Source: an optimization exercise on an open RTL-to-GDS flow (aim: small area). Production flows keep margins and buffers that such runs may drop. Only simulation tests tie the RTL to the original design; equivalence was not proved. Power figures rest on the tool's default switching activity, not on a simulated workload.

==> job 8352: inputs <==
Design main, start of the top module:
module main(clock_in,rst,A,B,C,D,E,F,G,anode,button,BIN2,TMP);
	input clock_in;
	input rst;
	output [3:0] anode;
	input button;
	output TMP;
	output A,B,C,D,E,F,G;
	output [3:0] BIN2;
	reg [4:0] c25;
	reg       h;
	reg [3:0] d10;
	reg [1:0] e4;
	reg [2:0] f5;
	reg [3:0] r1;
	reg [3:0] g1, g2, g3;
	reg [3:0] q1, q2, q3;
	reg [4:0] s;
	wire t25   = ~c25[4] & ~c25[3] & ~c25[0];
	wire t50   = t25 & h;
	wire t500  = t50 & d10[3] & d10[1];
	wire t2000 = t500 & (e4 == 2'd3);
	wire t1hz  = t2000 & ~f5[2] & ~f5[0];
	wire L4 = ~h;       
	wire L3 = ~e4[0];   
	wire L2 = ~e4[1];   
	wire [3:0] r2 = {r1[2:0], 1'b0} - {3'b000, L2};
	wire [3:0] r3 = d10 + {1'b0, e4, 1'b0} + {e4[0] ^ ~r1[0], 3'b000};
	wire n1 = (q1 != g1);
	wire n2 = (q2 != g2);
	wire n3 = (q3 != g3);
	wire spin = n1 | n2 | n3;
	always @(posedge clock_in)
		if (rst) begin
			c25 <= 5'b00110;
			h   <= 1'b1;
			d10 <= 4'd10;
			e4  <= 2'd3;
			f5  <= 3'b000;
			r1  <= 4'd0;
		end else begin
			c25 <= {c25[3:0], c25[0] ^ c25[4] ^ (~c25[2] & c25[3])};
			if (t25) h <= ~h;
			if (t50) d10 <= (d10[3] & d10[1]) ? 4'd1 : d10 + 4'd1;
			if (t500) e4 <= e4 + 2'd1;
			if (t2000) begin
				f5 <= {f5[1:0], ~(f5[1] | f5[2])};
				r1 <= r1 + 4'd1;
			end
		end
	always @(posedge clock_in)
		if (rst) begin
			g1 <= 4'd0;
			g2 <= 4'd0;
			g3 <= 4'd0;
		end else begin
			if (button & L2) g1 <= r1;
			if (button & L3) g2 <= r2;
			if (button & L4) g3 <= r3;
		end
	always @(posedge clock_in)
		if (rst) begin
			q1 <= 4'd0;
			q2 <= 4'd0;
			q3 <= 4'd0;
			s  <= 5'd0;
		end else begin
			if (s[0]) begin
				q1 <= 4'd0;
				q2 <= 4'd0;
				q3 <= 4'd0;
			end else if (t1hz) begin
				if (n1) q1 <= q1 + 4'd1;
				if (n2) q2 <= q2 + 4'd1;
				if (n3) q3 <= q3 + 4'd1;
			end
  ...
==> module main, before the edit <==
module main(clock_in,rst,A,B,C,D,E,F,G,anode,button,BIN2,TMP);
	input clock_in;
	input rst;
	output [3:0] anode;
	input button;
	output TMP;
	output A,B,C,D,E,F,G;
	output [3:0] BIN2;
	reg [4:0] c25;
	reg       h;
	reg [3:0] d10;
	reg [1:0] e4;
	reg [2:0] f5;
	reg [3:0] r1;
	reg [3:0] g1, g2, g3;
	reg [3:0] q1, q2, q3;
	reg [4:0] s;
	wire t25   = ~c25[4] & ~c25[3] & ~c25[0];
	wire t50   = t25 & h;
	wire t500  = t50 & d10[3] & d10[1];
	wire t2000 = t500 & (e4 == 2'd3);
	wire t1hz  = t2000 & ~f5[2] & ~f5[0];
	wire L4 = ~h;       
	wire L3 = ~e4[0];   
	wire L2 = ~e4[1];   
	wire [3:0] r2 = {r1[2:0], 1'b0} - {3'b000, L2};
	wire [3:0] r3 = d10 + {1'b0, e4, 1'b0} + {e4[0] ^ ~r1[0], 3'b000};
	wire n1 = (q1 != g1);
	wire n2 = (q2 != g2);
	wire n3 = (q3 != g3);
	wire spin = n1 | n2 | n3;
	always @(posedge clock_in)
		if (rst) begin
			c25 <= 5'b00110;
			h   <= 1'b1;
			d10 <= 4'd10;
			e4  <= 2'd3;
			f5  <= 3'b000;
			r1  <= 4'd0;
		end else begin
			c25 <= {c25[3:0], c25[0] ^ c25[4] ^ (~c25[2] & c25[3])};
			if (t25) h <= ~h;
			if (t50) d10 <= (d10[3] & d10[1]) ? 4'd1 : d10 + 4'd1;
			if (t500) e4 <= e4 + 2'd1;
			if (t2000) begin
				f5 <= {f5[1:0], ~(f5[1] | f5[2])};
				r1 <= r1 + 4'd1;
			end
		end
	always @(posedge clock_in)
		if (rst) begin
			g1 <= 4'd0;
			g2 <= 4'd0;
			g3 <= 4'd0;
		end else begin
			if (button & L2) g1 <= r1;
			if (button & L3) g2 <= r2;
			if (button & L4) g3 <= r3;
		end
	always @(posedge clock_in)
		if (rst) begin
			q1 <= 4'd0;
			q2 <= 4'd0;
			q3 <= 4'd0;
			s  <= 5'd0;
		end else begin
			if (s[0]) begin
				q1 <= 4'd0;
				q2 <= 4'd0;
				q3 <= 4'd0;
			end else if (t1hz) begin
				if (n1) q1 <= q1 + 4'd1;
				if (n2) q2 <= q2 + 4'd1;
				if (n3) q3 <= q3 + 4'd1;
			end
			if (t1hz) s <= {~spin, s[4:1]};
		end
	assign TMP  = spin;
	assign BIN2 = g1;
	wire score = (g1 == g2) & (g1 == q3) & g1[0];
	reg [3:0] anode;
	reg [3:0] digit;
	always @(*)
		case (e4)
			2'd3:    begin anode = 4'b1110; digit = q1; end
			2'd0:    begin anode = 4'b1101; digit = q2; end
			2'd1:    begin anode = 4'b1011; digit = q3; end
			default: begin anode = 4'b0111; digit = {3'b000, score}; end
		endcase
	reg [6:0] seg;
	always @(*)
		case (digit)
			4'h1: seg = 7'b1111001;
			4'h2: seg = 7'b0100100;
			4'h3: seg = 7'b0110000;
			4'h4: seg = 7'b0011001;
			4'h5: seg = 7'b0010010;
			4'h6: seg = 7'b0000010;
			4'h7: seg = 7'b1111000;
			4'h8: seg = 7'b0000000;
			4'h9: seg = 7'b0010000;
			4'hA: seg = 7'b0001000;
			4'hB: seg = 7'b0000011;
			4'hC: seg = 7'b1000110;
			4'hD: seg = 7'b0100001;
			4'hE: seg = 7'b0000110;
			4'hF: seg = 7'b0001110;
			default: seg = 7'b1000000;
		endcase
	assign {G,F,E,D,C,B,A} = seg;
endmodule
clock: 10.0 ns
lec_check: 0
cap_margin: 20
core_margin: 2
core_utilization: 40
slew_margin: 20
standard.sh (not shown) runs the stock make flow with config.mk's settings and CLKGATE_MAP_FILE= SYNTH_SCRIPT=/design/flow/synth_recipe.tcl, a recipe that flattens the netlist after the stock synthesis.
==> flow/flow/run.sh <==
#!/bin/bash
# Own layout flow: the standard synthesis, its combinational logic re-mapped
# for area by ABC (flip-flops untouched), then the standard ORFS layout steps.
set -euo pipefail
here=$(pwd)
R=$here/orfs/results/$FLOW_PLATFORM/main/base
bash standard.sh synth > standard_synth.log 2>&1
cp $R/1_2_yosys.v std_synth.v
export LIB_FILE=$FLOW_HOME/platforms/sky130hd/lib/sky130_fd_sc_hd__tt_025C_1v80.lib
export IN_NETLIST=$here/std_synth.v OUT_NETLIST=$here/remap.v ABC_SCRIPT=$here/flow/area.abc
export FF_CELLS=$(grep -oE "sky130_fd_sc_hd__(dfxtp|dfrtp|dfstp|dfbbp|dfrbp|edfxtp|sdf|dlx)[a-z0-9_]*" std_synth.v | sort -u | tr '\n' ' ')
yosys -c flow/remap.tcl > remap.log 2>&1
# same flip-flops, same names and cell types
ffs() { grep -oE "^\s*sky130_fd_sc_hd__(dfxtp|dfrtp|dfstp|dfbbp|dfrbp|edfxtp|sdf|dlx)[a-z0-9_]* +[^ ]+" "$1" | sed 's/^ *//' | sort; }
if ! diff <(ffs std_synth.v) <(ffs remap.v) > ff_diff.txt; then echo "flip-flops differ"; exit 1; fi
cp remap.v $R/1_2_yosys.v
rm -f $R/1_synth.odb $R/1_synth.sdc
export BUFFER_PORTS_ARGS="-buffer_cell sky130_fd_sc_hd__buf_1"
bash standard.sh > standard.log 2>&1
==> flow/flow/area.abc <==
strash
dc2
&get -n
&deepsyn -T 20
&put
dch -f
amap
==> flow/flow/remap.tcl <==
# Re-map the combinational logic of the standard synthesis netlist for area.
# The flip-flops of the standard synthesis are kept as they are (same
# instances, names and cell types); only the logic between them is remapped.
set lib $::env(LIB_FILE)
yosys read_liberty -ignore_miss_func $lib
yosys read_verilog $::env(IN_NETLIST)
yosys hierarchy -top $::env(FLOW_TOP)
foreach ff [split $::env(FF_CELLS)] { yosys blackbox $ff }
yosys flatten
yosys delete t:\$scopeinfo
yosys opt -purge
yosys abc -liberty $lib -dont_use sky130_fd_sc_hd__lpflow_bleeder_1 -dont_use sky130_fd_sc_hd__lpflow_clkbufkapwr_1 -dont_use sky130_fd_sc_hd__lpflow_clkbufkapwr_16 -dont_use sky130_fd_sc_hd__lpflow_clkbufkapwr_2 -dont_use sky130_fd_sc_hd__lpflow_clkbufkapwr_4 -dont_use sky130_fd_sc_hd__lpflow_clkbufkapwr_8 -dont_use sky130_fd_sc_hd__lpflow_clkinvkapwr_1 -dont_use sky130_fd_sc_hd__lpflow_clkinvkapwr_16 -dont_use sky130_fd_sc_hd__lpflow_clkinvkapwr_2 -dont_use sky130_fd_sc_hd__lpflow_clkinvkapwr_4 -dont_use sky130_fd_sc_hd__lpflow_clkinvkapwr_8 -dont_use sky130_fd_sc_hd__lpflow_decapkapwr_12 -dont_use sky130_fd_sc_hd__lpflow_decapkapwr_3 -dont_use sky130_fd_sc_hd__lpflow_decapkapwr_4 -dont_use sky130_fd_sc_hd__lpflow_decapkapwr_6 -dont_use sky130_fd_sc_hd__lpflow_decapkapwr_8 -dont_use sky130_fd_sc_hd__lpflow_inputiso0n_1 -dont_use sky130_fd_sc_hd__lpflow_inputiso0p_1 -dont_use sky130_fd_sc_hd__lpflow_inputiso1n_1 -dont_use sky130_fd_sc_hd__lpflow_inputiso1p_1 -dont_use sky130_fd_sc_hd__lpflow_inputisolatch_1 -dont_use sky130_fd_sc_hd__lpflow_isobufsrc_1 -dont_use sky130_fd_sc_hd__lpflow_isobufsrc_16 -dont_use sky130_fd_sc_hd__lpflow_isobufsrc_2 -dont_use sky130_fd_sc_hd__lpflow_isobufsrc_4 -dont_use sky130_fd_sc_hd__lpflow_isobufsrc_8 -dont_use sky130_fd_sc_hd__lpflow_isobufsrckapwr_16 -dont_use sky130_fd_sc_hd__lpflow_lsbuf_lh_hl_isowell_tap_1 -dont_use sky130_fd_sc_hd__lpflow_lsbuf_lh_hl_isowell_tap_2 -dont_use sky130_fd_sc_hd__lpflow_lsbuf_lh_hl_isowell_tap_4 -dont_use sky130_fd_sc_hd__lpflow_lsbuf_lh_isowell_4 -dont_use sky130_fd_sc_hd__lpflow_lsbuf_lh_isowell_tap_1 -dont_use sky130_fd_sc_hd__lpflow_lsbuf_lh_isowell_tap_2 -dont_use sky130_fd_sc_hd__lpflow_lsbuf_lh_isowell_tap_4 -dont_use sky130_fd_sc_hd__probe_p_8 -dont_use sky130_fd_sc_hd__probec_p_8  -script $::env(ABC_SCRIPT)
yosys opt_clean -purge
yosys hilomap -singleton -hicell sky130_fd_sc_hd__conb_1 HI -locell sky130_fd_sc_hd__conb_1 LO
yosys opt_clean -purge
yosys rename -hide {w:*.*}
yosys write_verilog -noattr -nohex -nodec $::env(OUT_NETLIST).tmp
# read back with the cells as black boxes so that ports are driven by cells directly
yosys design -reset
yosys read_liberty -lib $lib
yosys read_verilog $::env(OUT_NETLIST).tmp
yosys hierarchy -top $::env(FLOW_TOP)
yosys insbuf -buf sky130_fd_sc_hd__buf_1 A X
yosys opt_clean -purge
yosys tee -o remap_stat.txt stat -liberty $lib
yosys check -assert
yosys write_verilog -noattr -nohex -nodec $::env(OUT_NETLIST)
==> inputs of job 6358, as changes to job 8352 <==
--- a/flow/design.v
+++ b/flow/design.v
@@ -16,35 +16,35 @@
 	reg [3:0] g1, g2, g3;
 	reg [3:0] q1, q2, q3;
 	reg [4:0] s;
-	wire t25   = ~c25[4] & ~c25[3] & ~c25[0];
+	wire t25   = (c25 == 5'd24);
 	wire t50   = t25 & h;
-	wire t500  = t50 & d10[3] & d10[1];
+	wire t500  = t50 & (d10 == 4'd9);
 	wire t2000 = t500 & (e4 == 2'd3);
-	wire t1hz  = t2000 & ~f5[2] & ~f5[0];
+	wire t1hz  = t2000 & (f5 == 3'd4);
 	wire L4 = ~h;       
 	wire L3 = ~e4[0];   
 	wire L2 = ~e4[1];   
 	wire [3:0] r2 = {r1[2:0], 1'b0} - {3'b000, L2};
-	wire [3:0] r3 = d10 + {1'b0, e4, 1'b0} + {e4[0] ^ ~r1[0], 3'b000};
+	wire [3:0] r3 = d10 + {1'b0, e4, 1'b0} + {e4[0] ^ ~r1[0], 3'b000} + 4'd1;
 	wire n1 = (q1 != g1);
 	wire n2 = (q2 != g2);
 	wire n3 = (q3 != g3);
 	wire spin = n1 | n2 | n3;
 	always @(posedge clock_in)
 		if (rst) begin
-			c25 <= 5'b00110;
+			c25 <= 5'd24;
 			h   <= 1'b1;
-			d10 <= 4'd10;
+			d10 <= 4'd9;
 			e4  <= 2'd3;
-			f5  <= 3'b000;
+			f5  <= 3'd4;
 			r1  <= 4'd0;
 		end else begin
-			c25 <= {c25[3:0], c25[0] ^ c25[4] ^ (~c25[2] & c25[3])};
+			c25 <= t25 ? 5'd0 : c25 + 5'd1;
 			if (t25) h <= ~h;
-			if (t50) d10 <= (d10[3] & d10[1]) ? 4'd1 : d10 + 4'd1;
+			if (t50) d10 <= (d10 == 4'd9) ? 4'd0 : d10 + 4'd1;
 			if (t500) e4 <= e4 + 2'd1;
 			if (t2000) begin
-				f5 <= {f5[1:0], ~(f5[1] | f5[2])};
+				f5 <= (f5 == 3'd4) ? 3'd0 : f5 + 3'd1;
 				r1 <= r1 + 4'd1;
 			end
 		end
==> flow/run.sh (new file) <==
#!/bin/bash
# synth_recipe.tcl (not shown) runs the flow's synth.tcl, then flattens the netlist and writes it again
# the make line also repeats each setting of config.mk as NAME=value (left out here)
make -C /OpenROAD-flow-scripts/flow DESIGN_CONFIG=/design/flow/config.mk WORK_HOME=/design/flow/orfs CLKGATE_MAP_FILE= SYNTH_SCRIPT=/design/flow/synth_recipe.tcl finish
removed: flow/flow/run.sh
removed: flow/flow/area.abc
removed: flow/flow/remap.tcl
removed: flow/standard.sh
==> inputs of job 5882, as changes to job 8352 <==
--- a/flow/design.v
+++ b/flow/design.v
@@ -14,7 +14,8 @@
 	reg [2:0] f5;
 	reg [3:0] r1;
 	reg [3:0] g1, g2, g3;
-	reg [3:0] q1, q2, q3;
+	reg [3:0] qn1, qn2, qn3;   
+	wire [3:0] q1 = ~qn1, q2 = ~qn2, q3 = ~qn3;
 	reg [4:0] s;
 	wire t25   = ~c25[4] & ~c25[3] & ~c25[0];
 	wire t50   = t25 & h;
@@ -60,19 +61,19 @@
 		end
 	always @(posedge clock_in)
 		if (rst) begin
-			q1 <= 4'd0;
-			q2 <= 4'd0;
-			q3 <= 4'd0;
+			qn1 <= 4'hf;
+			qn2 <= 4'hf;
+			qn3 <= 4'hf;
 			s  <= 5'd0;
 		end else begin
 			if (s[0]) begin
-				q1 <= 4'd0;
-				q2 <= 4'd0;
-				q3 <= 4'd0;
+				qn1 <= 4'hf;
+				qn2 <= 4'hf;
+				qn3 <= 4'hf;
 			end else if (t1hz) begin
-				if (n1) q1 <= q1 + 4'd1;
-				if (n2) q2 <= q2 + 4'd1;
-				if (n3) q3 <= q3 + 4'd1;
+				if (n1) qn1 <= qn1 - 4'd1;
+				if (n2) qn2 <= qn2 - 4'd1;
+				if (n3) qn3 <= qn3 - 4'd1;
 			end
 			if (t1hz) s <= {~spin, s[4:1]};
 		end
==> flow/flow/run.sh (replaced) <==
#!/bin/bash
# Own layout flow: the standard synthesis, its combinational logic re-mapped
# for area by ABC (flip-flops untouched; the smallest of several seeded runs
# is kept), then the standard ORFS layout steps.
set -euo pipefail
here=$(pwd)
R=$here/orfs/results/$FLOW_PLATFORM/main/base
bash standard.sh synth > standard_synth.log 2>&1
cp $R/1_2_yosys.v std_synth.v
export LIB_FILE=$FLOW_HOME/platforms/sky130hd/lib/sky130_fd_sc_hd__tt_025C_1v80.lib
export IN_NETLIST=$here/std_synth.v
export FF_CELLS=$(grep -oE "sky130_fd_sc_hd__(dfxtp|dfrtp|dfstp|dfbbp|dfrbp|edfxtp|sdf|dlx)[a-z0-9_]*" std_synth.v | sort -u | tr '\n' ' ')
mkdir -p remap
remap_one() {
  sed "s/SEED/$1/" flow/area.abc > remap/area_$1.abc
  ABC_SCRIPT=$here/remap/area_$1.abc OUT_NETLIST=$here/remap/remap_$1.v STAT_FILE=$here/remap/stat_$1.txt \
    yosys -c flow/remap.tcl > remap/remap_$1.log 2>&1 || true
}
for s in 1 2 3 4; do remap_one $s & done; wait
for s in 5 6 7 8; do remap_one $s & done; wait
best=""; bestarea=""
for s in 1 2 3 4 5 6 7 8; do
  [[ -f remap/stat_$s.txt && -f remap/remap_$s.v ]] || continue
  a=$(awk '/Chip area/ {print $NF}' remap/stat_$s.txt)
  echo "seed $s area $a" >> remap/areas.txt
  if [[ -z "$best" ]] || awk -v a=$a -v b=$bestarea 'BEGIN{exit !(a<b)}'; then best=$s; bestarea=$a; fi
done
[[ -n "$best" ]] || { echo "no remap result"; exit 1; }
echo "best seed $best area $bestarea" >> remap/areas.txt
cp remap/remap_$best.v remap.v
# same flip-flops, same names and cell types
ffs() { grep -oE "^\s*sky130_fd_sc_hd__(dfxtp|dfrtp|dfstp|dfbbp|dfrbp|edfxtp|sdf|dlx)[a-z0-9_]* +[^ ]+" "$1" | sed 's/^ *//' | sort; }
if ! diff <(ffs std_synth.v) <(ffs remap.v) > ff_diff.txt; then echo "flip-flops differ"; exit 1; fi
cp remap.v $R/1_2_yosys.v
rm -f $R/1_synth.odb $R/1_synth.sdc
export BUFFER_PORTS_ARGS="-buffer_cell sky130_fd_sc_hd__buf_1"
export CTS_ARGS="-sink_clustering_enable -repair_clock_nets -buf_list sky130_fd_sc_hd__clkbuf_16 -dont_use_dummy_load"
bash standard.sh > standard.log 2>&1
==> flow/flow/area.abc (replaced) <==
strash
dc2
&get -n
&deepsyn -T 20 -S SEED
&put
dch -f
amap
--- a/flow/flow/remap.tcl
+++ b/flow/flow/remap.tcl
@@ -22,6 +22,6 @@
 yosys hierarchy -top $::env(FLOW_TOP)
 yosys insbuf -buf sky130_fd_sc_hd__buf_1 A X
 yosys opt_clean -purge
-yosys tee -o remap_stat.txt stat -liberty $lib
+yosys tee -o $::env(STAT_FILE) stat -liberty $lib
 yosys check -assert
 yosys write_verilog -noattr -nohex -nodec $::env(OUT_NETLIST)
==> tab_implementation.tex <==
\begin{tabular}{lr}
\hline
Metric & Value \\
\hline
\multicolumn{2}{l}{\textbf{Floorplan}} \\
\quad \# Taps & 70 \\
\multicolumn{2}{l}{\textbf{Run status}} \\
\quad Run status & timing/DRC/antenna clean \\
\multicolumn{2}{l}{\textbf{Final layout}} \\
\quad Layout overhead on the synthesized area & 10.17\% \\
\quad Final core area utilization & 0.4589 \\
\quad Max-area cell class & flip-flops and latches \\
\multicolumn{2}{l}{\textbf{Power and ir drop}} \\
\quad Psw & 118.8 µW \\
\quad Sw frac & 0.3040 \\
\multicolumn{2}{l}{\textbf{Route}} \\
\quad Met3 WL & 235 µm \\
\multicolumn{2}{l}{\textbf{Timing}} \\
\quad Final setup margin & 5139 ps \\
\hline
\end{tabular}
That was job 8352.
==> tab_implementation.tex <==
\begin{tabular}{lr}
\hline
Metric & Value \\
\hline
\multicolumn{2}{l}{\textbf{Run status}} \\
\quad Run status & timing/DRC/antenna clean \\
\multicolumn{2}{l}{\textbf{Critical path}} \\
\quad Kind of critical path & reg2out \\
\quad Launching element of the worst setup path & e4[1] \\
\quad Worst Path Arrival & 3450 ps \\
\multicolumn{2}{l}{\textbf{Final layout}} \\
\quad Final core area utilization & 0.4659 \\
\quad Layout fillers & 671 \\
\quad Max-area cell class & multi-input combinational cells \\
\quad Layout overhead on the synthesized area & 12.25\% \\
\multicolumn{2}{l}{\textbf{Power and ir drop}} \\
\quad Sw frac & 0.4308 \\
\quad Ratio of total power to cell area & 245.5 mW/mm² \\
\quad Psw & 334.8 µW \\
\multicolumn{2}{l}{\textbf{Route}} \\
\quad Met3 WL & 153 µm \\
\multicolumn{2}{l}{\textbf{Timing}} \\
\quad Final setup margin & 4547 ps \\
\hline
\end{tabular}
That was job 6358.
==> tab_implementation.tex <==
\begin{tabular}{lr}
\hline
Metric & Value \\
\hline
\multicolumn{2}{l}{\textbf{Placement}} \\
\quad Placed cell areas & 0.002255 mm² \\
\multicolumn{2}{l}{\textbf{Power and ir drop}} \\
\quad Psw & 116.4 µW \\
\quad Share of total power in combinational logic & 0.148 \\
\quad Sw frac & 0.2719 \\
\multicolumn{2}{l}{\textbf{Final layout}} \\
\quad Layout overhead on the synthesized area & 12.54\% \\
\quad Max-area cell class & flip-flops and latches \\
\multicolumn{2}{l}{\textbf{Critical path}} \\
\quad Flop-to-flop setup slack & 6830 ps \\
\multicolumn{2}{l}{\textbf{Run status}} \\
\quad Run status & timing/DRC/antenna clean \\
\multicolumn{2}{l}{\textbf{Timing}} \\
\quad Tcrit/Tclk final & 0.4988 \\
\quad Final setup margin & 5012 ps \\
\multicolumn{2}{l}{\textbf{Route}} \\
\quad Met3 WL & 269 µm \\
\multicolumn{2}{l}{\textbf{Floorplan}} \\
\quad \# Taps & 70 \\
\hline
\end{tabular}
That was job 5882.

==> afterwards: timing with drivers on the ports <==
No port has a modelled driver above. Below, the same layouts with a new extraction and two added sets of constraints. Step 1 (the two cells are an assumption about what drives the block):
set clk [get_ports {clock_in}]
set_driving_cell -lib_cell sky130_fd_sc_hd__clkbuf_16 $clk
set_driving_cell -lib_cell sky130_fd_sc_hd__buf_2 [delete_from_list [all_inputs] $clk]
Step 2 also shifts input and output timing later by t, the mid clock arrival at the registers, as if the neighbouring blocks saw the same clock. Three values: ideal, step 1, step 2; two values: the first two.
| run | t, ns | setup WS [ns] | hold WS [ns] | worst setup path at the end | slew at the worst register clock pin (ns) |
|---|---|---|---|---|---|
| job 8352 | 0.322 | 5.139 / 5.112 / 5.434 | 0.416 / 0.416 / 0.416 | register to output | 0.09 / 0.09 |
| job 6358 | 0.326 | 4.547 / 4.518 / 4.844 | 0.458 / 0.458 / 0.458 | register to output | 0.09 / 0.09 |
| job 5882 | 0.315 | 5.012 / 4.980 / 5.295 | 0.413 / 0.413 / 0.413 | register to output | 0.06 / 0.06 |
After both steps every run listed still meets setup and hold.
